This is an optimization exercise on Yosys and OpenROAD, whose aim is small area, a short achievable clock period and few clock cycles per item, not a production implementation. Function was not checked in any run shown here: the RTL went through the layout flow alone. No activity file was given, so power comes from the tool's default toggle rates.

## flow/design.v (module list and top-level ports; edited modules follow where they fit)
// module matrix_mul: 1942 lines
module matrix_mul (
    input wire clk,
    input wire rst_n,
    input wire [127:0] matrix_a,
    input wire [127:0] matrix_b,
    input wire start,
    output wire done,
    output reg [255:0] result
);
  // ...
==> flow/flow/run.sh <==
#!/bin/bash
# The standard layout with two changes:
#  - every input and output port gets a 1x buffer (sky130_fd_sc_hd__buf_1)
#    instead of the default delay buffer;
#  - after synthesis, flow/fa_polarity.tcl picks the polarity of each full
#    adder so that fewer inverters sit between adders (no register changes).
# make's output goes to standard.log; each ORFS step logs under orfs/logs/.
set -euo pipefail
export BUFFER_PORTS_ARGS="-buffer_cell sky130_fd_sc_hd__buf_1"
export POST_SYNTH_TCL="$PWD/flow/fa_polarity.tcl"
bash standard.sh finish > standard.log 2>&1
==> flow/flow/fa_polarity.tcl <==
# Remove inverters around full-adder cells.
#
# A full adder is self-dual: FA(~a, ~b, ~c) = (~sum, ~cout). Yosys's adder
# extraction picks each adder's polarity on its own, which leaves inverters
# between adders. This chooses, for every sky130_fd_sc_hd__fa_* cell, whether
# to implement it as is or with all its inputs and outputs complemented, so
# that as few inverters as possible are needed, then rebuilds the inverters.
# Only combinational cells change; registers, ports and port nets do not.

# ORFS sources this from inside a proc; run it at global level instead.
if {[info level] > 0} {
  uplevel #0 [list source [info script]]
  return
}

proc fp_log {msg} { puts "fa_polarity: $msg" }

set fp_block [ord::get_db_block]
set fp_inv_master [[ord::get_db] findMaster sky130_fd_sc_hd__inv_1]

proc fp_is_inv {inst} {
  return [string match "sky130_fd_sc_hd__inv_*" [[$inst getMaster] getName]]
}
proc fp_is_fa {inst} {
  return [string match "sky130_fd_sc_hd__fa_*" [[$inst getMaster] getName]]
}
proc fp_pin {inst name} {
  foreach it [$inst getITerms] {
    if {[[$it getMTerm] getName] eq $name} { return $it }
  }
  return ""
}
proc fp_driver {net} {
  foreach it [$net getITerms] {
    if {[$it isOutputSignal]} { return $it }
  }
  return ""
}

# Inverters that are free to go: input and output nets are not port nets.
set fp_invs {}
foreach inst [$fp_block getInsts] {
  if {![fp_is_inv $inst]} { continue }
  set a [[fp_pin $inst A] getNet]
  set y [[fp_pin $inst Y] getNet]
  if {$a eq "" || $y eq ""} { continue }
  if {[llength [$a getBTerms]] || [llength [$y getBTerms]]} { continue }
  set ::fp_free([$inst getId]) 1
  lappend fp_invs $inst
}

# root and polarity of each net: follow free inverters back to their source.
proc fp_root {net} {
  set pol 0
  set n $net
  for {set i 0} {$i < 64} {incr i} {
    set d [fp_driver $n]
    if {$d eq ""} { break }
    set inst [$d getInst]
    if {![info exists ::fp_free([$inst getId])]} { break }
    set n [[fp_pin $inst A] getNet]
    set pol [expr {!$pol}]
  }
  return [list $n $pol]
}

# Loads: every input pin of a cell that is not a free inverter, and every
# output port, with the root net and polarity it needs.
# roots(net) -> list of {iterm pol fa_id}; fa_id is "" for a non-adder load.
array set fp_loads {}
array set fp_rootnet {}
set fp_nloads 0
foreach inst [$fp_block getInsts] {
  if {[info exists ::fp_free([$inst getId])]} { continue }
  set fa [expr {[fp_is_fa $inst] ? [$inst getId] : ""}]
  foreach it [$inst getITerms] {
    if {![$it isInputSignal]} { continue }
    set net [$it getNet]
    if {$net eq ""} { continue }
    lassign [fp_root $net] r pol
    set rid [$r getId]
    set fp_rootnet($rid) $r
    lappend fp_loads($rid) [list $it $pol $fa]
    incr fp_nloads
  }
}

# Adders: which roots they drive and which roots they read.
array set fp_flip {}
array set fp_drives {}
array set fp_reads {}
array set fp_drvfa {}
foreach inst [$fp_block getInsts] {
  if {![fp_is_fa $inst]} { continue }
  set id [$inst getId]
  set fp_flip($id) 0
  set fp_drives($id) {}
  set fp_reads($id) {}
  foreach p {SUM COUT} {
    set it [fp_pin $inst $p]
    set net [$it getNet]
    if {$net eq ""} { continue }
    set fp_drvfa([$net getId]) $id
    set fp_rootnet([$net getId]) $net
    lappend fp_drives($id) [$net getId]
  }
  foreach p {A B CIN} {
    set net [[fp_pin $inst $p] getNet]
    if {$net eq ""} { continue }
    lappend fp_reads($id) [[lindex [fp_root $net] 0] getId]
  }
}

proc fp_cost {rid} {
  if {![info exists ::fp_loads($rid)]} { return 0 }
  set phys 0
  if {[info exists ::fp_drvfa($rid)]} { set phys $::fp_flip($::fp_drvfa($rid)) }
  foreach l $::fp_loads($rid) {
    lassign $l it pol fa
    if {$fa ne ""} { set pol [expr {$pol ^ $::fp_flip($fa)}] }
    if {$pol != $phys} { return 1 }
  }
  return 0
}
proc fp_touch {id} {
  return [lsort -unique [concat $::fp_drives($id) $::fp_reads($id)]]
}

set fp_total 0
foreach rid [array names fp_loads] { incr fp_total [fp_cost $rid] }
fp_log "free inverters [llength $fp_invs], adders [array size fp_flip], inverted roots before $fp_total"

# Local search: flip an adder while that lowers the count.
for {set pass 0} {$pass < 20} {incr pass} {
  set gain 0
  foreach id [array names fp_flip] {
    set t [fp_touch $id]
    set before 0
    foreach r $t { incr before [fp_cost $r] }
    set fp_flip($id) [expr {!$fp_flip($id)}]
    set after 0
    foreach r $t { incr after [fp_cost $r] }
    if {$after < $before} {
      incr gain [expr {$before - $after}]
    } else {
      set fp_flip($id) [expr {!$fp_flip($id)}]
    }
  }
  fp_log "pass $pass: saved $gain"
  if {$gain == 0} { break }
}
set fp_total 0
foreach rid [array names fp_loads] { incr fp_total [fp_cost $rid] }
fp_log "inverted roots after $fp_total"

# Rebuild: drop the free inverters, connect each load to its root or to one
# new inverter of that root.
foreach inst $fp_invs {
  foreach it [$inst getITerms] { $it disconnect }
  odb::dbInst_destroy $inst
}
set fp_new 0
foreach rid [array names fp_loads] {
  set r $fp_rootnet($rid)
  set phys 0
  if {[info exists fp_drvfa($rid)]} { set phys $fp_flip($fp_drvfa($rid)) }
  set inv ""
  foreach l $fp_loads($rid) {
    lassign $l it pol fa
    if {$fa ne ""} { set pol [expr {$pol ^ $fp_flip($fa)}] }
    set old [$it getNet]
    if {$pol == $phys} {
      set want $r
    } else {
      if {$inv eq ""} {
        incr fp_new
        set inv [odb::dbNet_create $fp_block "fa_pol_n$fp_new"]
        set ii [odb::dbInst_create $fp_block $fp_inv_master "fa_pol_inv$fp_new"]
        [fp_pin $ii A] connect $r
        [fp_pin $ii Y] connect $inv
      }
      set want $inv
    }
    if {$old ne $want} {
      $it disconnect
      $it connect $want
    }
  }
}
# Nets left without pins: the inverters' old outputs.
set fp_gone 0
foreach net [$fp_block getNets] {
  if {[llength [$net getITerms]] == 0 && [llength [$net getBTerms]] == 0} {
    odb::dbNet_destroy $net
    incr fp_gone
  }
}
fp_log "removed $fp_gone empty nets"
fp_log "inverters now $fp_new"
==> flow/standard.sh <==
#!/bin/bash
# synth_recipe.tcl (not shown) runs the flow's synth.tcl, then flattens the netlist and writes it again
# the make line also repeats each setting of config.mk as NAME=value (left out here)
make -C /OpenROAD-flow-scripts/flow DESIGN_CONFIG=/design/flow/config.mk WORK_HOME=/design/flow/orfs CLKGATE_MAP_FILE= SYNTH_SCRIPT=/design/flow/synth_recipe.tcl "${@:-finish}"
==> flow/config.mk <==
export PLATFORM = sky130hd
export DESIGN_NAME = matrix_mul
export DESIGN_NICKNAME = matrix_mul
export VERILOG_FILES = /design/flow/design.v
export SDC_FILE = /design/flow/constraint.sdc
export NUM_CORES = 4
export LEC_CHECK = 0
export CAP_MARGIN = 20
export CORE_MARGIN = 2
export CORE_UTILIZATION = 40
export SLEW_MARGIN = 20
==> flow/constraint.sdc <==
create_clock -name core_clock -period 8.0 [get_ports {clk}]
set_input_delay 1.6000 -clock core_clock [delete_from_list [all_inputs] [get_ports {clk}]]
set_output_delay 1.6000 -clock core_clock [all_outputs]
set_load 0.01 [all_outputs]
==> reports/summary.txt, run 1 <==
number of well taps: 1414
GRT Total Usage: 23.0%
Hold Vio Cnt, Final: 0
initial antenna violation count: 5
Seq power: 3520 uW
clk root buf: clkbuf_16
die width: 336 um
min Tclk post-route: 5.63 ns
status: finished clean
Post-Route Skew: 0.0303 ns
ClkCell Share: 3.42%
Final Wtd Congestion: 0.827
Worst path max stage delay: 1.19 ns
met1 Use GR: 31.0%
sequential cell area share: 13.4%
Core Region: 0.109 sq mm
grt total ovfl: 0
Top Registers: result: 256 flops, opa: 32 flops, opb: 32 flops
worst-path fanout max: 115
num sequential: 325
clock network power share: 10.3%
r2r setup slk: 2.37 ns
CP bufs+invs: 3
# rows: 121
hold depth: 3
fin. max-slew vios: 0
maxcap violations: 0
vias in the first global route: 34571
YS warnings: 1
Post-Syn Area per Cell: 10.0 sq um
Critical Path Source Type: flop
area of the multi-input gates: 0.0359 sq mm
peak supply drop: 0.000198 V
Total Neg Setup Slack: 0 ns
cell area after layout: 0.0490 sq mm
first-pass GRT wire length: 201000 um
WHS Endpoint: st[0]$_DFF_PN1_
CP Class: reg2reg
GR peak layer: met2
share of layout cells above drive strength 1: 3.87%
Power per Cell Area: 458 mW/mm^2
==> run 2, diff against run 1 <==
--- a/flow/design.v
+++ b/flow/design.v
@@ -10,3 +10,3 @@
 );
-    reg [4:0] st;
+    reg [3:0] st;
     assign done = ~|st;
@@ -14,27 +14,22 @@
         if (!rst_n)
-            st <= 5'b00001;
+            st <= 4'b0001;
         else
-            st <= {st[3], st[2], st[1], st[0] & start, (st[0] | done) & ~start};
+            st <= {st[2], st[1], st[0] & start, (st[0] | done) & ~start};
     end
-    reg [31:0] opa;    
-    reg [31:0] opb;    
-    reg [31:0] na, nb;
+    reg [7:0] av [0:3];
+    reg [7:0] bv [0:3];
     integer r, k;
     always @(*) begin
-        na = 32'd0;
-        nb = 32'd0;
-        for (r = 0; r < 4; r = r + 1)
+        for (r = 0; r < 4; r = r + 1) begin
+            av[r] = 8'd0;
+            bv[r] = 8'd0;
             for (k = 0; k < 4; k = k + 1) begin
-                na[r*8 +: 8] = na[r*8 +: 8] | (matrix_a[(r*4 + k)*8 +: 8] & {8{st[k]}});
-                nb[r*8 +: 8] = nb[r*8 +: 8] | (matrix_b[(k*4 + r)*8 +: 8] & {8{st[k]}});
+                av[r] = av[r] | (matrix_a[(r*4 + k)*8 +: 8] & {8{st[k]}});
+                bv[r] = bv[r] | (matrix_b[(k*4 + r)*8 +: 8] & {8{st[k]}});
             end
+        end
     end
-    always @(posedge clk) begin
-        opa <= na;
-        opb <= nb;
-    end
-    wire first = st[0] | st[1];
-    wire [7:0] a0 = opa[7:0];
-    wire [7:0] b0 = opb[7:0];
-    wire [15:0] q0 = result[15:0] & {16{~first}};
+    wire [7:0] a0 = av[0];
+    wire [7:0] b0 = bv[0];
+    wire [15:0] q0 = result[15:0] & {16{~st[0]}};
     wire [15:0] n0;
@@ -152,7 +147,24 @@
     wire e0_c56 = ((a0[7] & b0[7]) & q0[14]) | ((a0[7] & b0[7]) & e0_c42) | (q0[14] & e0_c42);
-    assign n0 = {e0_c56, e0_c55, e0_c54, e0_c53, e0_c52, e0_c51, e0_c50, e0_c49, e0_c48, e0_c47, e0_c46, e0_c45, e0_c44, e0_c43, e0_s43, (a0[0] & b0[0])}
-                 + {q0[15], e0_s56, e0_s55, e0_s54, e0_s53, e0_s52, e0_s51, e0_s50, e0_s49, e0_s48, e0_s47, e0_s46, e0_s45, e0_s44, q0[1], q0[0]};
-    wire [7:0] a1 = opa[7:0];
-    wire [7:0] b1 = opb[15:8];
-    wire [15:0] q1 = result[31:16] & {16{~first}};
+    wire e0_s57 = (a0[0] & b0[0]) ^ q0[0];
+    wire e0_c57 = (a0[0] & b0[0]) & q0[0];
+    wire e0_s58 = e0_s43 ^ q0[1] ^ e0_c57;
+    wire e0_c58 = (e0_s43 & q0[1]) | (e0_s43 & e0_c57) | (q0[1] & e0_c57);
+    wire e0_s59 = e0_c43 ^ e0_s44 ^ e0_c58;
+    wire e0_c59 = (e0_c43 & e0_s44) | (e0_c43 & e0_c58) | (e0_s44 & e0_c58);
+    wire e0_s60 = e0_c44 ^ e0_s45 ^ e0_c59;
+    wire e0_c60 = (e0_c44 & e0_s45) | (e0_c44 & e0_c59) | (e0_s45 & e0_c59);
+    wire e0_s61 = e0_c45 ^ e0_s46 ^ e0_c60;
+    wire e0_c61 = (e0_c45 & e0_s46) | (e0_c45 & e0_c60) | (e0_s46 & e0_c60);
+    wire e0_s62 = e0_c46 ^ e0_s47 ^ e0_c61;
+    wire e0_c62 = (e0_c46 & e0_s47) | (e0_c46 & e0_c61) | (e0_s47 & e0_c61);
+    wire e0_s63 = e0_c47 ^ e0_s48 ^ e0_c62;
+    wire e0_c63 = (e0_c47 & e0_s48) | (e0_c47 & e0_c62) | (e0_s48 & e0_c62);
+    wire e0_s64 = e0_c48 ^ e0_s49 ^ e0_c63;
+    wire e0_c64 = (e0_c48 & e0_s49) | (e0_c48 & e0_c63) | (e0_s49 & e0_c63);
+    assign n0[7:0] = {e0_s64, e0_s63, e0_s62, e0_s61, e0_s60, e0_s59, e0_s58, e0_s57};
+    assign n0[15:8] = {e0_c56, e0_c55, e0_c54, e0_c53, e0_c52, e0_c51, e0_c50, e0_c49}
+                 + {q0[15], e0_s56, e0_s55, e0_s54, e0_s53, e0_s52, e0_s51, e0_s50} + e0_c64;
+    wire [7:0] a1 = av[0];
+    wire [7:0] b1 = bv[1];
+    wire [15:0] q1 = result[31:16] & {16{~st[0]}};
     wire [15:0] n1;
@@ -270,7 +282,24 @@
     wire e1_c56 = ((a1[7] & b1[7]) & q1[14]) | ((a1[7] & b1[7]) & e1_c42) | (q1[14] & e1_c42);
-    assign n1 = {e1_c56, e1_c55, e1_c54, e1_c53, e1_c52, e1_c51, e1_c50, e1_c49, e1_c48, e1_c47, e1_c46, e1_c45, e1_c44, e1_c43, e1_s43, (a1[0] & b1[0])}
-                 + {q1[15], e1_s56, e1_s55, e1_s54, e1_s53, e1_s52, e1_s51, e1_s50, e1_s49, e1_s48, e1_s47, e1_s46, e1_s45, e1_s44, q1[1], q1[0]};
-    wire [7:0] a2 = opa[7:0];
-    wire [7:0] b2 = opb[23:16];
-    wire [15:0] q2 = result[47:32] & {16{~first}};
+    wire e1_s57 = (a1[0] & b1[0]) ^ q1[0];
+    wire e1_c57 = (a1[0] & b1[0]) & q1[0];
+    wire e1_s58 = e1_s43 ^ q1[1] ^ e1_c57;
+    wire e1_c58 = (e1_s43 & q1[1]) | (e1_s43 & e1_c57) | (q1[1] & e1_c57);
+    wire e1_s59 = e1_c43 ^ e1_s44 ^ e1_c58;
+    wire e1_c59 = (e1_c43 & e1_s44) | (e1_c43 & e1_c58) | (e1_s44 & e1_c58);
+    wire e1_s60 = e1_c44 ^ e1_s45 ^ e1_c59;
+    wire e1_c60 = (e1_c44 & e1_s45) | (e1_c44 & e1_c59) | (e1_s45 & e1_c59);
+    wire e1_s61 = e1_c45 ^ e1_s46 ^ e1_c60;
+    wire e1_c61 = (e1_c45 & e1_s46) | (e1_c45 & e1_c60) | (e1_s46 & e1_c60);
+    wire e1_s62 = e1_c46 ^ e1_s47 ^ e1_c61;
+    wire e1_c62 = (e1_c46 & e1_s47) | (e1_c46 & e1_c61) | (e1_s47 & e1_c61);
+    wire e1_s63 = e1_c47 ^ e1_s48 ^ e1_c62;
+    wire e1_c63 = (e1_c47 & e1_s48) | (e1_c47 & e1_c62) | (e1_s48 & e1_c62);
+    wire e1_s64 = e1_c48 ^ e1_s49 ^ e1_c63;
+    wire e1_c64 = (e1_c48 & e1_s49) | (e1_c48 & e1_c63) | (e1_s49 & e1_c63);
+    assign n1[7:0] = {e1_s64, e1_s63, e1_s62, e1_s61, e1_s60, e1_s59, e1_s58, e1_s57};
+    assign n1[15:8] = {e1_c56, e1_c55, e1_c54, e1_c53, e1_c52, e1_c51, e1_c50, e1_c49}
+                 + {q1[15], e1_s56, e1_s55, e1_s54, e1_s53, e1_s52, e1_s51, e1_s50} + e1_c64;
+    wire [7:0] a2 = av[0];
+    wire [7:0] b2 = bv[2];
+    wire [15:0] q2 = result[47:32] & {16{~st[0]}};
     wire [15:0] n2;
@@ -388,7 +417,24 @@
     wire e2_c56 = ((a2[7] & b2[7]) & q2[14]) | ((a2[7] & b2[7]) & e2_c42) | (q2[14] & e2_c42);
-    assign n2 = {e2_c56, e2_c55, e2_c54, e2_c53, e2_c52, e2_c51, e2_c50, e2_c49, e2_c48, e2_c47, e2_c46, e2_c45, e2_c44, e2_c43, e2_s43, (a2[0] & b2[0])}
-                 + {q2[15], e2_s56, e2_s55, e2_s54, e2_s53, e2_s52, e2_s51, e2_s50, e2_s49, e2_s48, e2_s47, e2_s46, e2_s45, e2_s44, q2[1], q2[0]};
-    wire [7:0] a3 = opa[7:0];
-    wire [7:0] b3 = opb[31:24];
-    wire [15:0] q3 = result[63:48] & {16{~first}};
+    wire e2_s57 = (a2[0] & b2[0]) ^ q2[0];
+    wire e2_c57 = (a2[0] & b2[0]) & q2[0];
+    wire e2_s58 = e2_s43 ^ q2[1] ^ e2_c57;
+    wire e2_c58 = (e2_s43 & q2[1]) | (e2_s43 & e2_c57) | (q2[1] & e2_c57);
+    wire e2_s59 = e2_c43 ^ e2_s44 ^ e2_c58;
+    wire e2_c59 = (e2_c43 & e2_s44) | (e2_c43 & e2_c58) | (e2_s44 & e2_c58);
+    wire e2_s60 = e2_c44 ^ e2_s45 ^ e2_c59;
+    wire e2_c60 = (e2_c44 & e2_s45) | (e2_c44 & e2_c59) | (e2_s45 & e2_c59);
+    wire e2_s61 = e2_c45 ^ e2_s46 ^ e2_c60;
+    wire e2_c61 = (e2_c45 & e2_s46) | (e2_c45 & e2_c60) | (e2_s46 & e2_c60);
+    wire e2_s62 = e2_c46 ^ e2_s47 ^ e2_c61;
+    wire e2_c62 = (e2_c46 & e2_s47) | (e2_c46 & e2_c61) | (e2_s47 & e2_c61);
+    wire e2_s63 = e2_c47 ^ e2_s48 ^ e2_c62;
+    wire e2_c63 = (e2_c47 & e2_s48) | (e2_c47 & e2_c62) | (e2_s48 & e2_c62);
+    wire e2_s64 = e2_c48 ^ e2_s49 ^ e2_c63;
+    wire e2_c64 = (e2_c48 & e2_s49) | (e2_c48 & e2_c63) | (e2_s49 & e2_c63);
+    assign n2[7:0] = {e2_s64, e2_s63, e2_s62, e2_s61, e2_s60, e2_s59, e2_s58, e2_s57};
+    assign n2[15:8] = {e2_c56, e2_c55, e2_c54, e2_c53, e2_c52, e2_c51, e2_c50, e2_c49}
+                 + {q2[15], e2_s56, e2_s55, e2_s54, e2_s53, e2_s52, e2_s51, e2_s50} + e2_c64;
+    wire [7:0] a3 = av[0];
+    wire [7:0] b3 = bv[3];
+    wire [15:0] q3 = result[63:48] & {16{~st[0]}};
     wire [15:0] n3;
@@ -506,7 +552,24 @@
     wire e3_c56 = ((a3[7] & b3[7]) & q3[14]) | ((a3[7] & b3[7]) & e3_c42) | (q3[14] & e3_c42);
-    assign n3 = {e3_c56, e3_c55, e3_c54, e3_c53, e3_c52, e3_c51, e3_c50, e3_c49, e3_c48, e3_c47, e3_c46, e3_c45, e3_c44, e3_c43, e3_s43, (a3[0] & b3[0])}
-                 + {q3[15], e3_s56, e3_s55, e3_s54, e3_s53, e3_s52, e3_s51, e3_s50, e3_s49, e3_s48, e3_s47, e3_s46, e3_s45, e3_s44, q3[1], q3[0]};
-    wire [7:0] a4 = opa[15:8];
-    wire [7:0] b4 = opb[7:0];
-    wire [15:0] q4 = result[79:64] & {16{~first}};
+    wire e3_s57 = (a3[0] & b3[0]) ^ q3[0];
+    wire e3_c57 = (a3[0] & b3[0]) & q3[0];
+    wire e3_s58 = e3_s43 ^ q3[1] ^ e3_c57;
+    wire e3_c58 = (e3_s43 & q3[1]) | (e3_s43 & e3_c57) | (q3[1] & e3_c57);
+    wire e3_s59 = e3_c43 ^ e3_s44 ^ e3_c58;
+    wire e3_c59 = (e3_c43 & e3_s44) | (e3_c43 & e3_c58) | (e3_s44 & e3_c58);
+    wire e3_s60 = e3_c44 ^ e3_s45 ^ e3_c59;
+    wire e3_c60 = (e3_c44 & e3_s45) | (e3_c44 & e3_c59) | (e3_s45 & e3_c59);
+    wire e3_s61 = e3_c45 ^ e3_s46 ^ e3_c60;
+    wire e3_c61 = (e3_c45 & e3_s46) | (e3_c45 & e3_c60) | (e3_s46 & e3_c60);
+    wire e3_s62 = e3_c46 ^ e3_s47 ^ e3_c61;
+    wire e3_c62 = (e3_c46 & e3_s47) | (e3_c46 & e3_c61) | (e3_s47 & e3_c61);
+    wire e3_s63 = e3_c47 ^ e3_s48 ^ e3_c62;
+    wire e3_c63 = (e3_c47 & e3_s48) | (e3_c47 & e3_c62) | (e3_s48 & e3_c62);
+    wire e3_s64 = e3_c48 ^ e3_s49 ^ e3_c63;
+    wire e3_c64 = (e3_c48 & e3_s49) | (e3_c48 & e3_c63) | (e3_s49 & e3_c63);
+    assign n3[7:0] = {e3_s64, e3_s63, e3_s62, e3_s61, e3_s60, e3_s59, e3_s58, e3_s57};
+    assign n3[15:8] = {e3_c56, e3_c55, e3_c54, e3_c53, e3_c52, e3_c51, e3_c50, e3_c49}
+                 + {q3[15], e3_s56, e3_s55, e3_s54, e3_s53, e3_s52, e3_s51, e3_s50} + e3_c64;
+    wire [7:0] a4 = av[1];
+    wire [7:0] b4 = bv[0];
+    wire [15:0] q4 = result[79:64] & {16{~st[0]}};
     wire [15:0] n4;
@@ -624,7 +687,24 @@
     wire e4_c56 = ((a4[7] & b4[7]) & q4[14]) | ((a4[7] & b4[7]) & e4_c42) | (q4[14] & e4_c42);
-    assign n4 = {e4_c56, e4_c55, e4_c54, e4_c53, e4_c52, e4_c51, e4_c50, e4_c49, e4_c48, e4_c47, e4_c46, e4_c45, e4_c44, e4_c43, e4_s43, (a4[0] & b4[0])}
-                 + {q4[15], e4_s56, e4_s55, e4_s54, e4_s53, e4_s52, e4_s51, e4_s50, e4_s49, e4_s48, e4_s47, e4_s46, e4_s45, e4_s44, q4[1], q4[0]};
-    wire [7:0] a5 = opa[15:8];
-    wire [7:0] b5 = opb[15:8];
-    wire [15:0] q5 = result[95:80] & {16{~first}};
+    wire e4_s57 = (a4[0] & b4[0]) ^ q4[0];
+    wire e4_c57 = (a4[0] & b4[0]) & q4[0];
+    wire e4_s58 = e4_s43 ^ q4[1] ^ e4_c57;
+    wire e4_c58 = (e4_s43 & q4[1]) | (e4_s43 & e4_c57) | (q4[1] & e4_c57);
+    wire e4_s59 = e4_c43 ^ e4_s44 ^ e4_c58;
+    wire e4_c59 = (e4_c43 & e4_s44) | (e4_c43 & e4_c58) | (e4_s44 & e4_c58);
+    wire e4_s60 = e4_c44 ^ e4_s45 ^ e4_c59;
+    wire e4_c60 = (e4_c44 & e4_s45) | (e4_c44 & e4_c59) | (e4_s45 & e4_c59);
+    wire e4_s61 = e4_c45 ^ e4_s46 ^ e4_c60;
+    wire e4_c61 = (e4_c45 & e4_s46) | (e4_c45 & e4_c60) | (e4_s46 & e4_c60);
+    wire e4_s62 = e4_c46 ^ e4_s47 ^ e4_c61;
+    wire e4_c62 = (e4_c46 & e4_s47) | (e4_c46 & e4_c61) | (e4_s47 & e4_c61);
+    wire e4_s63 = e4_c47 ^ e4_s48 ^ e4_c62;
+    wire e4_c63 = (e4_c47 & e4_s48) | (e4_c47 & e4_c62) | (e4_s48 & e4_c62);
+    wire e4_s64 = e4_c48 ^ e4_s49 ^ e4_c63;
+    wire e4_c64 = (e4_c48 & e4_s49) | (e4_c48 & e4_c63) | (e4_s49 & e4_c63);
+    assign n4[7:0] = {e4_s64, e4_s63, e4_s62, e4_s61, e4_s60, e4_s59, e4_s58, e4_s57};
+    assign n4[15:8] = {e4_c56, e4_c55, e4_c54, e4_c53, e4_c52, e4_c51, e4_c50, e4_c49}
+                 + {q4[15], e4_s56, e4_s55, e4_s54, e4_s53, e4_s52, e4_s51, e4_s50} + e4_c64;
+    wire [7:0] a5 = av[1];
+    wire [7:0] b5 = bv[1];
+    wire [15:0] q5 = result[95:80] & {16{~st[0]}};
     wire [15:0] n5;
@@ -742,7 +822,24 @@
     wire e5_c56 = ((a5[7] & b5[7]) & q5[14]) | ((a5[7] & b5[7]) & e5_c42) | (q5[14] & e5_c42);
-    assign n5 = {e5_c56, e5_c55, e5_c54, e5_c53, e5_c52, e5_c51, e5_c50, e5_c49, e5_c48, e5_c47, e5_c46, e5_c45, e5_c44, e5_c43, e5_s43, (a5[0] & b5[0])}
-                 + {q5[15], e5_s56, e5_s55, e5_s54, e5_s53, e5_s52, e5_s51, e5_s50, e5_s49, e5_s48, e5_s47, e5_s46, e5_s45, e5_s44, q5[1], q5[0]};
-    wire [7:0] a6 = opa[15:8];
-    wire [7:0] b6 = opb[23:16];
-    wire [15:0] q6 = result[111:96] & {16{~first}};
+    wire e5_s57 = (a5[0] & b5[0]) ^ q5[0];
+    wire e5_c57 = (a5[0] & b5[0]) & q5[0];
+    wire e5_s58 = e5_s43 ^ q5[1] ^ e5_c57;
+    wire e5_c58 = (e5_s43 & q5[1]) | (e5_s43 & e5_c57) | (q5[1] & e5_c57);
+    wire e5_s59 = e5_c43 ^ e5_s44 ^ e5_c58;
+    wire e5_c59 = (e5_c43 & e5_s44) | (e5_c43 & e5_c58) | (e5_s44 & e5_c58);
+    wire e5_s60 = e5_c44 ^ e5_s45 ^ e5_c59;
+    wire e5_c60 = (e5_c44 & e5_s45) | (e5_c44 & e5_c59) | (e5_s45 & e5_c59);
+    wire e5_s61 = e5_c45 ^ e5_s46 ^ e5_c60;
+    wire e5_c61 = (e5_c45 & e5_s46) | (e5_c45 & e5_c60) | (e5_s46 & e5_c60);
+    wire e5_s62 = e5_c46 ^ e5_s47 ^ e5_c61;
+    wire e5_c62 = (e5_c46 & e5_s47) | (e5_c46 & e5_c61) | (e5_s47 & e5_c61);
+    wire e5_s63 = e5_c47 ^ e5_s48 ^ e5_c62;
+    wire e5_c63 = (e5_c47 & e5_s48) | (e5_c47 & e5_c62) | (e5_s48 & e5_c62);
+    wire e5_s64 = e5_c48 ^ e5_s49 ^ e5_c63;
+    wire e5_c64 = (e5_c48 & e5_s49) | (e5_c48 & e5_c63) | (e5_s49 & e5_c63);
+    assign n5[7:0] = {e5_s64, e5_s63, e5_s62, e5_s61, e5_s60, e5_s59, e5_s58, e5_s57};
+    assign n5[15:8] = {e5_c56, e5_c55, e5_c54, e5_c53, e5_c52, e5_c51, e5_c50, e5_c49}
+                 + {q5[15], e5_s56, e5_s55, e5_s54, e5_s53, e5_s52, e5_s51, e5_s50} + e5_c64;
+    wire [7:0] a6 = av[1];
+    wire [7:0] b6 = bv[2];
+    wire [15:0] q6 = result[111:96] & {16{~st[0]}};
     wire [15:0] n6;
@@ -860,7 +957,24 @@
     wire e6_c56 = ((a6[7] & b6[7]) & q6[14]) | ((a6[7] & b6[7]) & e6_c42) | (q6[14] & e6_c42);
-    assign n6 = {e6_c56, e6_c55, e6_c54, e6_c53, e6_c52, e6_c51, e6_c50, e6_c49, e6_c48, e6_c47, e6_c46, e6_c45, e6_c44, e6_c43, e6_s43, (a6[0] & b6[0])}
-                 + {q6[15], e6_s56, e6_s55, e6_s54, e6_s53, e6_s52, e6_s51, e6_s50, e6_s49, e6_s48, e6_s47, e6_s46, e6_s45, e6_s44, q6[1], q6[0]};
-    wire [7:0] a7 = opa[15:8];
-    wire [7:0] b7 = opb[31:24];
-    wire [15:0] q7 = result[127:112] & {16{~first}};
+    wire e6_s57 = (a6[0] & b6[0]) ^ q6[0];
+    wire e6_c57 = (a6[0] & b6[0]) & q6[0];
+    wire e6_s58 = e6_s43 ^ q6[1] ^ e6_c57;
+    wire e6_c58 = (e6_s43 & q6[1]) | (e6_s43 & e6_c57) | (q6[1] & e6_c57);
+    wire e6_s59 = e6_c43 ^ e6_s44 ^ e6_c58;
+    wire e6_c59 = (e6_c43 & e6_s44) | (e6_c43 & e6_c58) | (e6_s44 & e6_c58);
+    wire e6_s60 = e6_c44 ^ e6_s45 ^ e6_c59;
+    wire e6_c60 = (e6_c44 & e6_s45) | (e6_c44 & e6_c59) | (e6_s45 & e6_c59);
+    wire e6_s61 = e6_c45 ^ e6_s46 ^ e6_c60;
+    wire e6_c61 = (e6_c45 & e6_s46) | (e6_c45 & e6_c60) | (e6_s46 & e6_c60);
+    wire e6_s62 = e6_c46 ^ e6_s47 ^ e6_c61;
+    wire e6_c62 = (e6_c46 & e6_s47) | (e6_c46 & e6_c61) | (e6_s47 & e6_c61);
+    wire e6_s63 = e6_c47 ^ e6_s48 ^ e6_c62;
+    wire e6_c63 = (e6_c47 & e6_s48) | (e6_c47 & e6_c62) | (e6_s48 & e6_c62);
+    wire e6_s64 = e6_c48 ^ e6_s49 ^ e6_c63;
+    wire e6_c64 = (e6_c48 & e6_s49) | (e6_c48 & e6_c63) | (e6_s49 & e6_c63);
+    assign n6[7:0] = {e6_s64, e6_s63, e6_s62, e6_s61, e6_s60, e6_s59, e6_s58, e6_s57};
+    assign n6[15:8] = {e6_c56, e6_c55, e6_c54, e6_c53, e6_c52, e6_c51, e6_c50, e6_c49}
+                 + {q6[15], e6_s56, e6_s55, e6_s54, e6_s53, e6_s52, e6_s51, e6_s50} + e6_c64;
+    wire [7:0] a7 = av[1];
+    wire [7:0] b7 = bv[3];
+    wire [15:0] q7 = result[127:112] & {16{~st[0]}};
     wire [15:0] n7;
@@ -978,7 +1092,24 @@
     wire e7_c56 = ((a7[7] & b7[7]) & q7[14]) | ((a7[7] & b7[7]) & e7_c42) | (q7[14] & e7_c42);
-    assign n7 = {e7_c56, e7_c55, e7_c54, e7_c53, e7_c52, e7_c51, e7_c50, e7_c49, e7_c48, e7_c47, e7_c46, e7_c45, e7_c44, e7_c43, e7_s43, (a7[0] & b7[0])}
-                 + {q7[15], e7_s56, e7_s55, e7_s54, e7_s53, e7_s52, e7_s51, e7_s50, e7_s49, e7_s48, e7_s47, e7_s46, e7_s45, e7_s44, q7[1], q7[0]};
-    wire [7:0] a8 = opa[23:16];
-    wire [7:0] b8 = opb[7:0];
-    wire [15:0] q8 = result[143:128] & {16{~first}};
+    wire e7_s57 = (a7[0] & b7[0]) ^ q7[0];
+    wire e7_c57 = (a7[0] & b7[0]) & q7[0];
+    wire e7_s58 = e7_s43 ^ q7[1] ^ e7_c57;
+    wire e7_c58 = (e7_s43 & q7[1]) | (e7_s43 & e7_c57) | (q7[1] & e7_c57);
+    wire e7_s59 = e7_c43 ^ e7_s44 ^ e7_c58;
+    wire e7_c59 = (e7_c43 & e7_s44) | (e7_c43 & e7_c58) | (e7_s44 & e7_c58);
+    wire e7_s60 = e7_c44 ^ e7_s45 ^ e7_c59;
+    wire e7_c60 = (e7_c44 & e7_s45) | (e7_c44 & e7_c59) | (e7_s45 & e7_c59);
+    wire e7_s61 = e7_c45 ^ e7_s46 ^ e7_c60;
+    wire e7_c61 = (e7_c45 & e7_s46) | (e7_c45 & e7_c60) | (e7_s46 & e7_c60);
+    wire e7_s62 = e7_c46 ^ e7_s47 ^ e7_c61;
+    wire e7_c62 = (e7_c46 & e7_s47) | (e7_c46 & e7_c61) | (e7_s47 & e7_c61);
+    wire e7_s63 = e7_c47 ^ e7_s48 ^ e7_c62;
+    wire e7_c63 = (e7_c47 & e7_s48) | (e7_c47 & e7_c62) | (e7_s48 & e7_c62);
+    wire e7_s64 = e7_c48 ^ e7_s49 ^ e7_c63;
+    wire e7_c64 = (e7_c48 & e7_s49) | (e7_c48 & e7_c63) | (e7_s49 & e7_c63);
+    assign n7[7:0] = {e7_s64, e7_s63, e7_s62, e7_s61, e7_s60, e7_s59, e7_s58, e7_s57};
+    assign n7[15:8] = {e7_c56, e7_c55, e7_c54, e7_c53, e7_c52, e7_c51, e7_c50, e7_c49}
+                 + {q7[15], e7_s56, e7_s55, e7_s54, e7_s53, e7_s52, e7_s51, e7_s50} + e7_c64;
+    wire [7:0] a8 = av[2];
+    wire [7:0] b8 = bv[0];
+    wire [15:0] q8 = result[143:128] & {16{~st[0]}};
     wire [15:0] n8;
@@ -1096,7 +1227,24 @@
     wire e8_c56 = ((a8[7] & b8[7]) & q8[14]) | ((a8[7] & b8[7]) & e8_c42) | (q8[14] & e8_c42);
-    assign n8 = {e8_c56, e8_c55, e8_c54, e8_c53, e8_c52, e8_c51, e8_c50, e8_c49, e8_c48, e8_c47, e8_c46, e8_c45, e8_c44, e8_c43, e8_s43, (a8[0] & b8[0])}
-                 + {q8[15], e8_s56, e8_s55, e8_s54, e8_s53, e8_s52, e8_s51, e8_s50, e8_s49, e8_s48, e8_s47, e8_s46, e8_s45, e8_s44, q8[1], q8[0]};
-    wire [7:0] a9 = opa[23:16];
-    wire [7:0] b9 = opb[15:8];
-    wire [15:0] q9 = result[159:144] & {16{~first}};
+    wire e8_s57 = (a8[0] & b8[0]) ^ q8[0];
+    wire e8_c57 = (a8[0] & b8[0]) & q8[0];
+    wire e8_s58 = e8_s43 ^ q8[1] ^ e8_c57;
+    wire e8_c58 = (e8_s43 & q8[1]) | (e8_s43 & e8_c57) | (q8[1] & e8_c57);
+    wire e8_s59 = e8_c43 ^ e8_s44 ^ e8_c58;
+    wire e8_c59 = (e8_c43 & e8_s44) | (e8_c43 & e8_c58) | (e8_s44 & e8_c58);
+    wire e8_s60 = e8_c44 ^ e8_s45 ^ e8_c59;
+    wire e8_c60 = (e8_c44 & e8_s45) | (e8_c44 & e8_c59) | (e8_s45 & e8_c59);
+    wire e8_s61 = e8_c45 ^ e8_s46 ^ e8_c60;
+    wire e8_c61 = (e8_c45 & e8_s46) | (e8_c45 & e8_c60) | (e8_s46 & e8_c60);
+    wire e8_s62 = e8_c46 ^ e8_s47 ^ e8_c61;
+    wire e8_c62 = (e8_c46 & e8_s47) | (e8_c46 & e8_c61) | (e8_s47 & e8_c61);
+    wire e8_s63 = e8_c47 ^ e8_s48 ^ e8_c62;
+    wire e8_c63 = (e8_c47 & e8_s48) | (e8_c47 & e8_c62) | (e8_s48 & e8_c62);
+    wire e8_s64 = e8_c48 ^ e8_s49 ^ e8_c63;
+    wire e8_c64 = (e8_c48 & e8_s49) | (e8_c48 & e8_c63) | (e8_s49 & e8_c63);
+    assign n8[7:0] = {e8_s64, e8_s63, e8_s62, e8_s61, e8_s60, e8_s59, e8_s58, e8_s57};
+    assign n8[15:8] = {e8_c56, e8_c55, e8_c54, e8_c53, e8_c52, e8_c51, e8_c50, e8_c49}
+                 + {q8[15], e8_s56, e8_s55, e8_s54, e8_s53, e8_s52, e8_s51, e8_s50} + e8_c64;
+    wire [7:0] a9 = av[2];
+    wire [7:0] b9 = bv[1];
+    wire [15:0] q9 = result[159:144] & {16{~st[0]}};
     wire [15:0] n9;
@@ -1214,7 +1362,24 @@
     wire e9_c56 = ((a9[7] & b9[7]) & q9[14]) | ((a9[7] & b9[7]) & e9_c42) | (q9[14] & e9_c42);
-    assign n9 = {e9_c56, e9_c55, e9_c54, e9_c53, e9_c52, e9_c51, e9_c50, e9_c49, e9_c48, e9_c47, e9_c46, e9_c45, e9_c44, e9_c43, e9_s43, (a9[0] & b9[0])}
-                 + {q9[15], e9_s56, e9_s55, e9_s54, e9_s53, e9_s52, e9_s51, e9_s50, e9_s49, e9_s48, e9_s47, e9_s46, e9_s45, e9_s44, q9[1], q9[0]};
-    wire [7:0] a10 = opa[23:16];
-    wire [7:0] b10 = opb[23:16];
-    wire [15:0] q10 = result[175:160] & {16{~first}};
+    wire e9_s57 = (a9[0] & b9[0]) ^ q9[0];
+    wire e9_c57 = (a9[0] & b9[0]) & q9[0];
+    wire e9_s58 = e9_s43 ^ q9[1] ^ e9_c57;
+    wire e9_c58 = (e9_s43 & q9[1]) | (e9_s43 & e9_c57) | (q9[1] & e9_c57);
+    wire e9_s59 = e9_c43 ^ e9_s44 ^ e9_c58;
+    wire e9_c59 = (e9_c43 & e9_s44) | (e9_c43 & e9_c58) | (e9_s44 & e9_c58);
+    wire e9_s60 = e9_c44 ^ e9_s45 ^ e9_c59;
+    wire e9_c60 = (e9_c44 & e9_s45) | (e9_c44 & e9_c59) | (e9_s45 & e9_c59);
+    wire e9_s61 = e9_c45 ^ e9_s46 ^ e9_c60;
+    wire e9_c61 = (e9_c45 & e9_s46) | (e9_c45 & e9_c60) | (e9_s46 & e9_c60);
+    wire e9_s62 = e9_c46 ^ e9_s47 ^ e9_c61;
+    wire e9_c62 = (e9_c46 & e9_s47) | (e9_c46 & e9_c61) | (e9_s47 & e9_c61);
+    wire e9_s63 = e9_c47 ^ e9_s48 ^ e9_c62;
+    wire e9_c63 = (e9_c47 & e9_s48) | (e9_c47 & e9_c62) | (e9_s48 & e9_c62);
+    wire e9_s64 = e9_c48 ^ e9_s49 ^ e9_c63;
+    wire e9_c64 = (e9_c48 & e9_s49) | (e9_c48 & e9_c63) | (e9_s49 & e9_c63);
+    assign n9[7:0] = {e9_s64, e9_s63, e9_s62, e9_s61, e9_s60, e9_s59, e9_s58, e9_s57};
+    assign n9[15:8] = {e9_c56, e9_c55, e9_c54, e9_c53, e9_c52, e9_c51, e9_c50, e9_c49}
+                 + {q9[15], e9_s56, e9_s55, e9_s54, e9_s53, e9_s52, e9_s51, e9_s50} + e9_c64;
+    wire [7:0] a10 = av[2];
+    wire [7:0] b10 = bv[2];
+    wire [15:0] q10 = result[175:160] & {16{~st[0]}};
     wire [15:0] n10;
@@ -1332,7 +1497,24 @@
     wire e10_c56 = ((a10[7] & b10[7]) & q10[14]) | ((a10[7] & b10[7]) & e10_c42) | (q10[14] & e10_c42);
-    assign n10 = {e10_c56, e10_c55, e10_c54, e10_c53, e10_c52, e10_c51, e10_c50, e10_c49, e10_c48, e10_c47, e10_c46, e10_c45, e10_c44, e10_c43, e10_s43, (a10[0] & b10[0])}
-                 + {q10[15], e10_s56, e10_s55, e10_s54, e10_s53, e10_s52, e10_s51, e10_s50, e10_s49, e10_s48, e10_s47, e10_s46, e10_s45, e10_s44, q10[1], q10[0]};
-    wire [7:0] a11 = opa[23:16];
-    wire [7:0] b11 = opb[31:24];
-    wire [15:0] q11 = result[191:176] & {16{~first}};
+    wire e10_s57 = (a10[0] & b10[0]) ^ q10[0];
+    wire e10_c57 = (a10[0] & b10[0]) & q10[0];
+    wire e10_s58 = e10_s43 ^ q10[1] ^ e10_c57;
+    wire e10_c58 = (e10_s43 & q10[1]) | (e10_s43 & e10_c57) | (q10[1] & e10_c57);
+    wire e10_s59 = e10_c43 ^ e10_s44 ^ e10_c58;
+    wire e10_c59 = (e10_c43 & e10_s44) | (e10_c43 & e10_c58) | (e10_s44 & e10_c58);
+    wire e10_s60 = e10_c44 ^ e10_s45 ^ e10_c59;
+    wire e10_c60 = (e10_c44 & e10_s45) | (e10_c44 & e10_c59) | (e10_s45 & e10_c59);
+    wire e10_s61 = e10_c45 ^ e10_s46 ^ e10_c60;
+    wire e10_c61 = (e10_c45 & e10_s46) | (e10_c45 & e10_c60) | (e10_s46 & e10_c60);
+    wire e10_s62 = e10_c46 ^ e10_s47 ^ e10_c61;
+    wire e10_c62 = (e10_c46 & e10_s47) | (e10_c46 & e10_c61) | (e10_s47 & e10_c61);
+    wire e10_s63 = e10_c47 ^ e10_s48 ^ e10_c62;
+    wire e10_c63 = (e10_c47 & e10_s48) | (e10_c47 & e10_c62) | (e10_s48 & e10_c62);
+    wire e10_s64 = e10_c48 ^ e10_s49 ^ e10_c63;
+    wire e10_c64 = (e10_c48 & e10_s49) | (e10_c48 & e10_c63) | (e10_s49 & e10_c63);
+    assign n10[7:0] = {e10_s64, e10_s63, e10_s62, e10_s61, e10_s60, e10_s59, e10_s58, e10_s57};
+    assign n10[15:8] = {e10_c56, e10_c55, e10_c54, e10_c53, e10_c52, e10_c51, e10_c50, e10_c49}
+                 + {q10[15], e10_s56, e10_s55, e10_s54, e10_s53, e10_s52, e10_s51, e10_s50} + e10_c64;
+    wire [7:0] a11 = av[2];
+    wire [7:0] b11 = bv[3];
+    wire [15:0] q11 = result[191:176] & {16{~st[0]}};
     wire [15:0] n11;
@@ -1450,7 +1632,24 @@
     wire e11_c56 = ((a11[7] & b11[7]) & q11[14]) | ((a11[7] & b11[7]) & e11_c42) | (q11[14] & e11_c42);
-    assign n11 = {e11_c56, e11_c55, e11_c54, e11_c53, e11_c52, e11_c51, e11_c50, e11_c49, e11_c48, e11_c47, e11_c46, e11_c45, e11_c44, e11_c43, e11_s43, (a11[0] & b11[0])}
-                 + {q11[15], e11_s56, e11_s55, e11_s54, e11_s53, e11_s52, e11_s51, e11_s50, e11_s49, e11_s48, e11_s47, e11_s46, e11_s45, e11_s44, q11[1], q11[0]};
-    wire [7:0] a12 = opa[31:24];
-    wire [7:0] b12 = opb[7:0];
-    wire [15:0] q12 = result[207:192] & {16{~first}};
+    wire e11_s57 = (a11[0] & b11[0]) ^ q11[0];
+    wire e11_c57 = (a11[0] & b11[0]) & q11[0];
+    wire e11_s58 = e11_s43 ^ q11[1] ^ e11_c57;
+    wire e11_c58 = (e11_s43 & q11[1]) | (e11_s43 & e11_c57) | (q11[1] & e11_c57);
+    wire e11_s59 = e11_c43 ^ e11_s44 ^ e11_c58;
+    wire e11_c59 = (e11_c43 & e11_s44) | (e11_c43 & e11_c58) | (e11_s44 & e11_c58);
+    wire e11_s60 = e11_c44 ^ e11_s45 ^ e11_c59;
+    wire e11_c60 = (e11_c44 & e11_s45) | (e11_c44 & e11_c59) | (e11_s45 & e11_c59);
+    wire e11_s61 = e11_c45 ^ e11_s46 ^ e11_c60;
+    wire e11_c61 = (e11_c45 & e11_s46) | (e11_c45 & e11_c60) | (e11_s46 & e11_c60);
+    wire e11_s62 = e11_c46 ^ e11_s47 ^ e11_c61;
+    wire e11_c62 = (e11_c46 & e11_s47) | (e11_c46 & e11_c61) | (e11_s47 & e11_c61);
+    wire e11_s63 = e11_c47 ^ e11_s48 ^ e11_c62;
+    wire e11_c63 = (e11_c47 & e11_s48) | (e11_c47 & e11_c62) | (e11_s48 & e11_c62);
+    wire e11_s64 = e11_c48 ^ e11_s49 ^ e11_c63;
+    wire e11_c64 = (e11_c48 & e11_s49) | (e11_c48 & e11_c63) | (e11_s49 & e11_c63);
+    assign n11[7:0] = {e11_s64, e11_s63, e11_s62, e11_s61, e11_s60, e11_s59, e11_s58, e11_s57};
+    assign n11[15:8] = {e11_c56, e11_c55, e11_c54, e11_c53, e11_c52, e11_c51, e11_c50, e11_c49}
+                 + {q11[15], e11_s56, e11_s55, e11_s54, e11_s53, e11_s52, e11_s51, e11_s50} + e11_c64;
+    wire [7:0] a12 = av[3];
+    wire [7:0] b12 = bv[0];
+    wire [15:0] q12 = result[207:192] & {16{~st[0]}};
     wire [15:0] n12;
@@ -1568,7 +1767,24 @@
     wire e12_c56 = ((a12[7] & b12[7]) & q12[14]) | ((a12[7] & b12[7]) & e12_c42) | (q12[14] & e12_c42);
-    assign n12 = {e12_c56, e12_c55, e12_c54, e12_c53, e12_c52, e12_c51, e12_c50, e12_c49, e12_c48, e12_c47, e12_c46, e12_c45, e12_c44, e12_c43, e12_s43, (a12[0] & b12[0])}
-                 + {q12[15], e12_s56, e12_s55, e12_s54, e12_s53, e12_s52, e12_s51, e12_s50, e12_s49, e12_s48, e12_s47, e12_s46, e12_s45, e12_s44, q12[1], q12[0]};
-    wire [7:0] a13 = opa[31:24];
-    wire [7:0] b13 = opb[15:8];
-    wire [15:0] q13 = result[223:208] & {16{~first}};
+    wire e12_s57 = (a12[0] & b12[0]) ^ q12[0];
+    wire e12_c57 = (a12[0] & b12[0]) & q12[0];
+    wire e12_s58 = e12_s43 ^ q12[1] ^ e12_c57;
+    wire e12_c58 = (e12_s43 & q12[1]) | (e12_s43 & e12_c57) | (q12[1] & e12_c57);
+    wire e12_s59 = e12_c43 ^ e12_s44 ^ e12_c58;
+    wire e12_c59 = (e12_c43 & e12_s44) | (e12_c43 & e12_c58) | (e12_s44 & e12_c58);
+    wire e12_s60 = e12_c44 ^ e12_s45 ^ e12_c59;
+    wire e12_c60 = (e12_c44 & e12_s45) | (e12_c44 & e12_c59) | (e12_s45 & e12_c59);
+    wire e12_s61 = e12_c45 ^ e12_s46 ^ e12_c60;
+    wire e12_c61 = (e12_c45 & e12_s46) | (e12_c45 & e12_c60) | (e12_s46 & e12_c60);
+    wire e12_s62 = e12_c46 ^ e12_s47 ^ e12_c61;
+    wire e12_c62 = (e12_c46 & e12_s47) | (e12_c46 & e12_c61) | (e12_s47 & e12_c61);
+    wire e12_s63 = e12_c47 ^ e12_s48 ^ e12_c62;
+    wire e12_c63 = (e12_c47 & e12_s48) | (e12_c47 & e12_c62) | (e12_s48 & e12_c62);
+    wire e12_s64 = e12_c48 ^ e12_s49 ^ e12_c63;
+    wire e12_c64 = (e12_c48 & e12_s49) | (e12_c48 & e12_c63) | (e12_s49 & e12_c63);
+    assign n12[7:0] = {e12_s64, e12_s63, e12_s62, e12_s61, e12_s60, e12_s59, e12_s58, e12_s57};
+    assign n12[15:8] = {e12_c56, e12_c55, e12_c54, e12_c53, e12_c52, e12_c51, e12_c50, e12_c49}
+                 + {q12[15], e12_s56, e12_s55, e12_s54, e12_s53, e12_s52, e12_s51, e12_s50} + e12_c64;
+    wire [7:0] a13 = av[3];
+    wire [7:0] b13 = bv[1];
+    wire [15:0] q13 = result[223:208] & {16{~st[0]}};
     wire [15:0] n13;
@@ -1686,7 +1902,24 @@
     wire e13_c56 = ((a13[7] & b13[7]) & q13[14]) | ((a13[7] & b13[7]) & e13_c42) | (q13[14] & e13_c42);
-    assign n13 = {e13_c56, e13_c55, e13_c54, e13_c53, e13_c52, e13_c51, e13_c50, e13_c49, e13_c48, e13_c47, e13_c46, e13_c45, e13_c44, e13_c43, e13_s43, (a13[0] & b13[0])}
-                 + {q13[15], e13_s56, e13_s55, e13_s54, e13_s53, e13_s52, e13_s51, e13_s50, e13_s49, e13_s48, e13_s47, e13_s46, e13_s45, e13_s44, q13[1], q13[0]};
-    wire [7:0] a14 = opa[31:24];
-    wire [7:0] b14 = opb[23:16];
-    wire [15:0] q14 = result[239:224] & {16{~first}};
+    wire e13_s57 = (a13[0] & b13[0]) ^ q13[0];
+    wire e13_c57 = (a13[0] & b13[0]) & q13[0];
+    wire e13_s58 = e13_s43 ^ q13[1] ^ e13_c57;
+    wire e13_c58 = (e13_s43 & q13[1]) | (e13_s43 & e13_c57) | (q13[1] & e13_c57);
+    wire e13_s59 = e13_c43 ^ e13_s44 ^ e13_c58;
+    wire e13_c59 = (e13_c43 & e13_s44) | (e13_c43 & e13_c58) | (e13_s44 & e13_c58);
+    wire e13_s60 = e13_c44 ^ e13_s45 ^ e13_c59;
+    wire e13_c60 = (e13_c44 & e13_s45) | (e13_c44 & e13_c59) | (e13_s45 & e13_c59);
+    wire e13_s61 = e13_c45 ^ e13_s46 ^ e13_c60;
+    wire e13_c61 = (e13_c45 & e13_s46) | (e13_c45 & e13_c60) | (e13_s46 & e13_c60);
+    wire e13_s62 = e13_c46 ^ e13_s47 ^ e13_c61;
+    wire e13_c62 = (e13_c46 & e13_s47) | (e13_c46 & e13_c61) | (e13_s47 & e13_c61);
+    wire e13_s63 = e13_c47 ^ e13_s48 ^ e13_c62;
+    wire e13_c63 = (e13_c47 & e13_s48) | (e13_c47 & e13_c62) | (e13_s48 & e13_c62);
+    wire e13_s64 = e13_c48 ^ e13_s49 ^ e13_c63;
+    wire e13_c64 = (e13_c48 & e13_s49) | (e13_c48 & e13_c63) | (e13_s49 & e13_c63);
+    assign n13[7:0] = {e13_s64, e13_s63, e13_s62, e13_s61, e13_s60, e13_s59, e13_s58, e13_s57};
+    assign n13[15:8] = {e13_c56, e13_c55, e13_c54, e13_c53, e13_c52, e13_c51, e13_c50, e13_c49}
+                 + {q13[15], e13_s56, e13_s55, e13_s54, e13_s53, e13_s52, e13_s51, e13_s50} + e13_c64;
+    wire [7:0] a14 = av[3];
+    wire [7:0] b14 = bv[2];
+    wire [15:0] q14 = result[239:224] & {16{~st[0]}};
     wire [15:0] n14;
@@ -1804,7 +2037,24 @@
     wire e14_c56 = ((a14[7] & b14[7]) & q14[14]) | ((a14[7] & b14[7]) & e14_c42) | (q14[14] & e14_c42);
-    assign n14 = {e14_c56, e14_c55, e14_c54, e14_c53, e14_c52, e14_c51, e14_c50, e14_c49, e14_c48, e14_c47, e14_c46, e14_c45, e14_c44, e14_c43, e14_s43, (a14[0] & b14[0])}
-                 + {q14[15], e14_s56, e14_s55, e14_s54, e14_s53, e14_s52, e14_s51, e14_s50, e14_s49, e14_s48, e14_s47, e14_s46, e14_s45, e14_s44, q14[1], q14[0]};
-    wire [7:0] a15 = opa[31:24];
-    wire [7:0] b15 = opb[31:24];
-    wire [15:0] q15 = result[255:240] & {16{~first}};
+    wire e14_s57 = (a14[0] & b14[0]) ^ q14[0];
+    wire e14_c57 = (a14[0] & b14[0]) & q14[0];
+    wire e14_s58 = e14_s43 ^ q14[1] ^ e14_c57;
+    wire e14_c58 = (e14_s43 & q14[1]) | (e14_s43 & e14_c57) | (q14[1] & e14_c57);
+    wire e14_s59 = e14_c43 ^ e14_s44 ^ e14_c58;
+    wire e14_c59 = (e14_c43 & e14_s44) | (e14_c43 & e14_c58) | (e14_s44 & e14_c58);
+    wire e14_s60 = e14_c44 ^ e14_s45 ^ e14_c59;
+    wire e14_c60 = (e14_c44 & e14_s45) | (e14_c44 & e14_c59) | (e14_s45 & e14_c59);
+    wire e14_s61 = e14_c45 ^ e14_s46 ^ e14_c60;
+    wire e14_c61 = (e14_c45 & e14_s46) | (e14_c45 & e14_c60) | (e14_s46 & e14_c60);
+    wire e14_s62 = e14_c46 ^ e14_s47 ^ e14_c61;
+    wire e14_c62 = (e14_c46 & e14_s47) | (e14_c46 & e14_c61) | (e14_s47 & e14_c61);
+    wire e14_s63 = e14_c47 ^ e14_s48 ^ e14_c62;
+    wire e14_c63 = (e14_c47 & e14_s48) | (e14_c47 & e14_c62) | (e14_s48 & e14_c62);
+    wire e14_s64 = e14_c48 ^ e14_s49 ^ e14_c63;
+    wire e14_c64 = (e14_c48 & e14_s49) | (e14_c48 & e14_c63) | (e14_s49 & e14_c63);
+    assign n14[7:0] = {e14_s64, e14_s63, e14_s62, e14_s61, e14_s60, e14_s59, e14_s58, e14_s57};
+    assign n14[15:8] = {e14_c56, e14_c55, e14_c54, e14_c53, e14_c52, e14_c51, e14_c50, e14_c49}
+                 + {q14[15], e14_s56, e14_s55, e14_s54, e14_s53, e14_s52, e14_s51, e14_s50} + e14_c64;
+    wire [7:0] a15 = av[3];
+    wire [7:0] b15 = bv[3];
+    wire [15:0] q15 = result[255:240] & {16{~st[0]}};
     wire [15:0] n15;
@@ -1922,4 +2172,21 @@
     wire e15_c56 = ((a15[7] & b15[7]) & q15[14]) | ((a15[7] & b15[7]) & e15_c42) | (q15[14] & e15_c42);
-    assign n15 = {e15_c56, e15_c55, e15_c54, e15_c53, e15_c52, e15_c51, e15_c50, e15_c49, e15_c48, e15_c47, e15_c46, e15_c45, e15_c44, e15_c43, e15_s43, (a15[0] & b15[0])}
-                 + {q15[15], e15_s56, e15_s55, e15_s54, e15_s53, e15_s52, e15_s51, e15_s50, e15_s49, e15_s48, e15_s47, e15_s46, e15_s45, e15_s44, q15[1], q15[0]};
+    wire e15_s57 = (a15[0] & b15[0]) ^ q15[0];
+    wire e15_c57 = (a15[0] & b15[0]) & q15[0];
+    wire e15_s58 = e15_s43 ^ q15[1] ^ e15_c57;
+    wire e15_c58 = (e15_s43 & q15[1]) | (e15_s43 & e15_c57) | (q15[1] & e15_c57);
+    wire e15_s59 = e15_c43 ^ e15_s44 ^ e15_c58;
+    wire e15_c59 = (e15_c43 & e15_s44) | (e15_c43 & e15_c58) | (e15_s44 & e15_c58);
+    wire e15_s60 = e15_c44 ^ e15_s45 ^ e15_c59;
+    wire e15_c60 = (e15_c44 & e15_s45) | (e15_c44 & e15_c59) | (e15_s45 & e15_c59);
+    wire e15_s61 = e15_c45 ^ e15_s46 ^ e15_c60;
+    wire e15_c61 = (e15_c45 & e15_s46) | (e15_c45 & e15_c60) | (e15_s46 & e15_c60);
+    wire e15_s62 = e15_c46 ^ e15_s47 ^ e15_c61;
+    wire e15_c62 = (e15_c46 & e15_s47) | (e15_c46 & e15_c61) | (e15_s47 & e15_c61);
+    wire e15_s63 = e15_c47 ^ e15_s48 ^ e15_c62;
+    wire e15_c63 = (e15_c47 & e15_s48) | (e15_c47 & e15_c62) | (e15_s48 & e15_c62);
+    wire e15_s64 = e15_c48 ^ e15_s49 ^ e15_c63;
+    wire e15_c64 = (e15_c48 & e15_s49) | (e15_c48 & e15_c63) | (e15_s49 & e15_c63);
+    assign n15[7:0] = {e15_s64, e15_s63, e15_s62, e15_s61, e15_s60, e15_s59, e15_s58, e15_s57};
+    assign n15[15:8] = {e15_c56, e15_c55, e15_c54, e15_c53, e15_c52, e15_c51, e15_c50, e15_c49}
+                 + {q15[15], e15_s56, e15_s55, e15_s54, e15_s53, e15_s52, e15_s51, e15_s50} + e15_c64;
     always @(posedge clk) begin
==> reports/summary.txt, run 2 <==
Min Hold Slack: 0.606 ns (was 0.514 ns)
reg2reg end: result[46]$_DFF_P_ (was result[254]$_DFF_P_)
final routed DRC violation total: 0 (unchanged)
Slew @ Worst Pin: 1.04 ns (was 1.12 ns)
H-tree levels: 2 (unchanged)
Port Buf Inserts: 515 (unchanged)
commonest non-fill, non-tap cells in the layout: fa_1, nor2_1, buf_1 (was and2_1, fa_1, buf_1)
final cell count without fillers: 5837 (was 6221)
CP max-delay cell: fa_1 (was dfstp_4)
cell area after layout: 0.0449 sq mm (was 0.0490 sq mm)
Final Wtd Congestion: 0.926 (was 0.827)
clk root buf: clkbuf_16 (unchanged)
LEAKAGE: 0.0221 uW (was 0.0239 uW)
Final nets: 5938 (was 6181)
worst-skew pair later-pin latency: 0.59 ns (was 0.64 ns)
hold depth: 2 (was 3)
first-pass GRT wire length: 204000 um (was 201000 um)
fin. max-slew vios: 0 (unchanged)
worst-path fanout max: 8 (was 115)
min Tclk post-route: 7.47 ns (was 5.63 ns)
CTS Buf Count: 40 (was 49)
Cells after Synth: 3977 (was 4400)
most used cell, CP: fa_1 (unchanged)
number of flip-flops in the largest register: 256 (unchanged)
share of layout cells above drive strength 1: 7.41% (was 3.87%)
grt total ovfl: 0 (unchanged)
routed via count: 29882 (was 32557)
Mapped Area: 0.0390 sq mm (was 0.0440 sq mm)
CP cell instances: buf_1, a22o_1, a221oi_4, buf_4, nor2_1, ha_1, fa_1, fa_1, fa_1, fa_1, fa_1, fa_1, fa_1, fa_1, fa_1, a21o_1, a21oi_1, o21bai_1, a21oi_1, xnor2_1 (was nor2_4, buf_12, and2_1, ha_1, fa_1, inv_1, fa_1, fa_1, inv_1, ha_1, and2_1, and3_1, nand3_1, nor3_1, or3_1, a21oi_1, xnor2_1)
area grow syn2layout: 15.2% (was 11.1%)
peak supply drop: 0.000191 V (was 0.000198 V)
maxcap violations: 0 (unchanged)
status: finished clean (unchanged)
reg2reg path depth: 18 (was 17)
Post-Syn Area per Cell: 9.80 sq um (was 10.0 sq um)
pre-CTS WS: -0.0606 ns (was 2.45 ns)
FMAX: 134 MHz (was 178 MHz)
Hold Vio Cnt, Final: 0 (unchanged)
Int Pwr: 9340 uW (was 11300 uW)
Top Registers: result: 256 flops, st: 4 flops (was result: 256 flops, opa: 32 flops, opb: 32 flops)
R2R Path Start: st[3]$_DFF_PN0_ (was st[0]$_DFF_PN1_)
final-layout fill cell count: 9254 (was 10421)
initial antenna violation count: 2 (was 5)
die area: 0.100 sq mm (was 0.113 sq mm)
Core Region: 0.0966 sq mm (was 0.109 sq mm)
Seq pwr share: 15.3% (was 15.7%)
Avg WL per Cell: 23.3 um (was 20.5 um)
DR iter-0 viols: 2177 (was 1430)
largest net degree at the start of global routing: 48 (was 116)
final wirelength: 136000 um (was 127000 um)
Slew Limit Headroom: 30.4% (was 25.4%)
Critical Path Source Type: input port (was flop)
WHS Endpoint: result[160]$_DFF_P_ (was st[0]$_DFF_PN1_)
Min-Delay Path Class: reg2reg (unchanged)
first drt pass iteration count: 6 (unchanged)
CP Class: in2reg (was reg2reg)
wl on met1: 54000 um (was 57400 um)
Net Switching: 9020 uW (was 11100 uW)
crit share post-route: 93.4% (was 70.3%)
Worst Path Required: 8.51 ns (was 8.54 ns)
ANT nets after route: 0 (unchanged)
clk slew on worst S/H paths: 0.06 ns (about the same)
r2r setup slk: 0.65 ns (was 2.37 ns)
Die Ht: 316 um (was 336 um)
CP Capture Type: flop (unchanged)
Placed Cells: 5761 (was 6133)
Final Worst Setup Slack: 0.532 ns (was 2.37 ns)
Via-to-Cell Ratio: 5.12 (was 5.23)
# rows: 114 (was 121)
WP data arrival: 7.98 ns (was 6.17 ns)
Net Count, Synth: 5388 (was 5811)
met3 WL: 13700 um (was 5820 um)
CTS tree: done (unchanged)
clock network power share: 11.2% (was 10.3%)
deepest clock path buffer count: 3 (unchanged)
Setup violations, final: 0 (unchanged)
Post-Route Skew: 0.0203 ns (was 0.0303 ns)
Resized cells post-CTS: 0 (unchanged)
Initial Util: 40.4% (about the same)
RSZ-0062 raised after global routing: false (unchanged)
combinational share of power: 73.5% (was 74.0%)
Detail Placement HPWL: 112000 um (was 94800 um)
routed wl met2: 63600 um (was 61500 um)
Switching Share: 49.1% (was 49.7%)
die width: 316 um (was 336 um)
vias in the first global route: 32630 (was 34571)
YS warnings: 3 (was 1)
Power per Cell Area: 409 mW/mm^2 (was 458 mW/mm^2)
placed inst area: 0.0434 sq mm (was 0.0473 sq mm)
total I/O pin count: 516 (unchanged)
CTS Sinks: 260 (was 325)
HP Start: result[160]$_DFF_P_ (was st[4]$_DFF_PN0_)
commonest non-fill, non-tap cell in the layout: fa_1 (was and2_1)
CTS Hold Bufs: 0 (unchanged)
largest reg by FF count: result (unchanged)
Post-CTS Setup Bufs: 0 (unchanged)
Worst path max stage delay: 0.48 ns (was 1.19 ns)
GRT Total Usage: 27.9% (was 23.0%)
top layer in use: met4 (was met5)
==> run 2: worst max-delay path, delay by kind of cell <==
kind	cells	cell delay [ns]
and+or+nand+nor	1	0.05
xor gates and xnor gates	1	0.14
buffers and inverters	2	0.44
AOI/OAI and AO/OA	6	1.36
adders and majority gates	10	4.40
==> run 2: layout make-up <==
| class | instances | area, sq um | area share, % |
|---|---|---|---|
| Clock buffer | 61 | 1230 | 2.74 |
| Timing Repair Buffer | 751 | 3970 | 8.84 |
| Antenna cell | 2 | 5.00 | 0.0111 |
| Inverter | 458 | 1720 | 3.83 |
| Tap cell | 1276 | 1600 | 3.56 |
| Multi-Input combinational cell | 3016 | 30900 | 68.8 |
| Sequential cell | 260 | 5240 | 11.7 |
| Clock inverter | 13 | 262 | 0.582 |
==> run 2: stage by stage <==
step	setup TNS, ns	utilization, %	total power, uW
6_report	0	46.5	18400
5_1_grt	0	46.5	20500
4_1_cts	0	46.5	18600
3_5_place_dp	-0.0606	45.0	16400
3_3_place_gp	-0.0410	45.0	16100
2_1_floorplan	0	-	12200
==> run 2: power by group through the flow <==
stage               Clock (uW)  Combinational (uW)  Sequential (uW)
floorplan                    0                9340             2870
global placement             0               13300             2840
detailed placement           0               13500             2830
CTS                       2100               13700             2830
global route              2140               15500             2880
finish                    2050               13500             2820
==> run 2: per-layer routing <==
layer / vias to the layer above / global-route usage [%]
met5: - / 0
met4: 0 / 9.01
met3: 216 / 6.73
met2: 1320 / 45.6
met1: 15217 / 36.7
li1: 13129 / -
==> run 2: worst max path at each step <==
stage            startpoint                  end  slack [ns]
5_1_grt        matrix_a[65]  result[142]$_DFF_P_        0.25
4_1_cts        matrix_a[65]  result[142]$_DFF_P_        0.54
2_1_floorplan  matrix_a[56]  result[126]$_DFF_P_        0.34
3_3_place_gp   matrix_a[65]  result[142]$_DFF_P_       -0.04
3_5_place_dp   matrix_a[65]  result[142]$_DFF_P_       -0.06
6_report       matrix_a[65]  result[142]$_DFF_P_        0.53

## static timing again, ports no longer ideal
In the flow no input, the clock included, has a driving cell. The finished layouts below were timed again as built, in two steps.
Step 1: set_driving_cell puts a clkbuf_16 on clk and a buf_2 on each other input, an assumption about the parent block.
Step 2, shift: input delay + t, output delay - t, t = (earliest + latest rising clock arrival at the registers) / 2. This alone moves slack from input paths to output paths.
Slacks: no drivers / after step 1 / after step 2; pairs: no drivers / after step 1.
run | t, ns | slack for setup (ns) | pins driven straight from the clock port
run 1 | 0.696 | 2.374 / 2.374 / 2.374 | 1
run 2 | 0.643 | 0.532 / 0.579 / -0.065 | 1
With both steps, setup timing fails in run 2, where it was met with ideal ports. For run 2, which loses most, drivers alone change the setup slack by +0.047 ns; drivers and shift together by -0.597 ns.
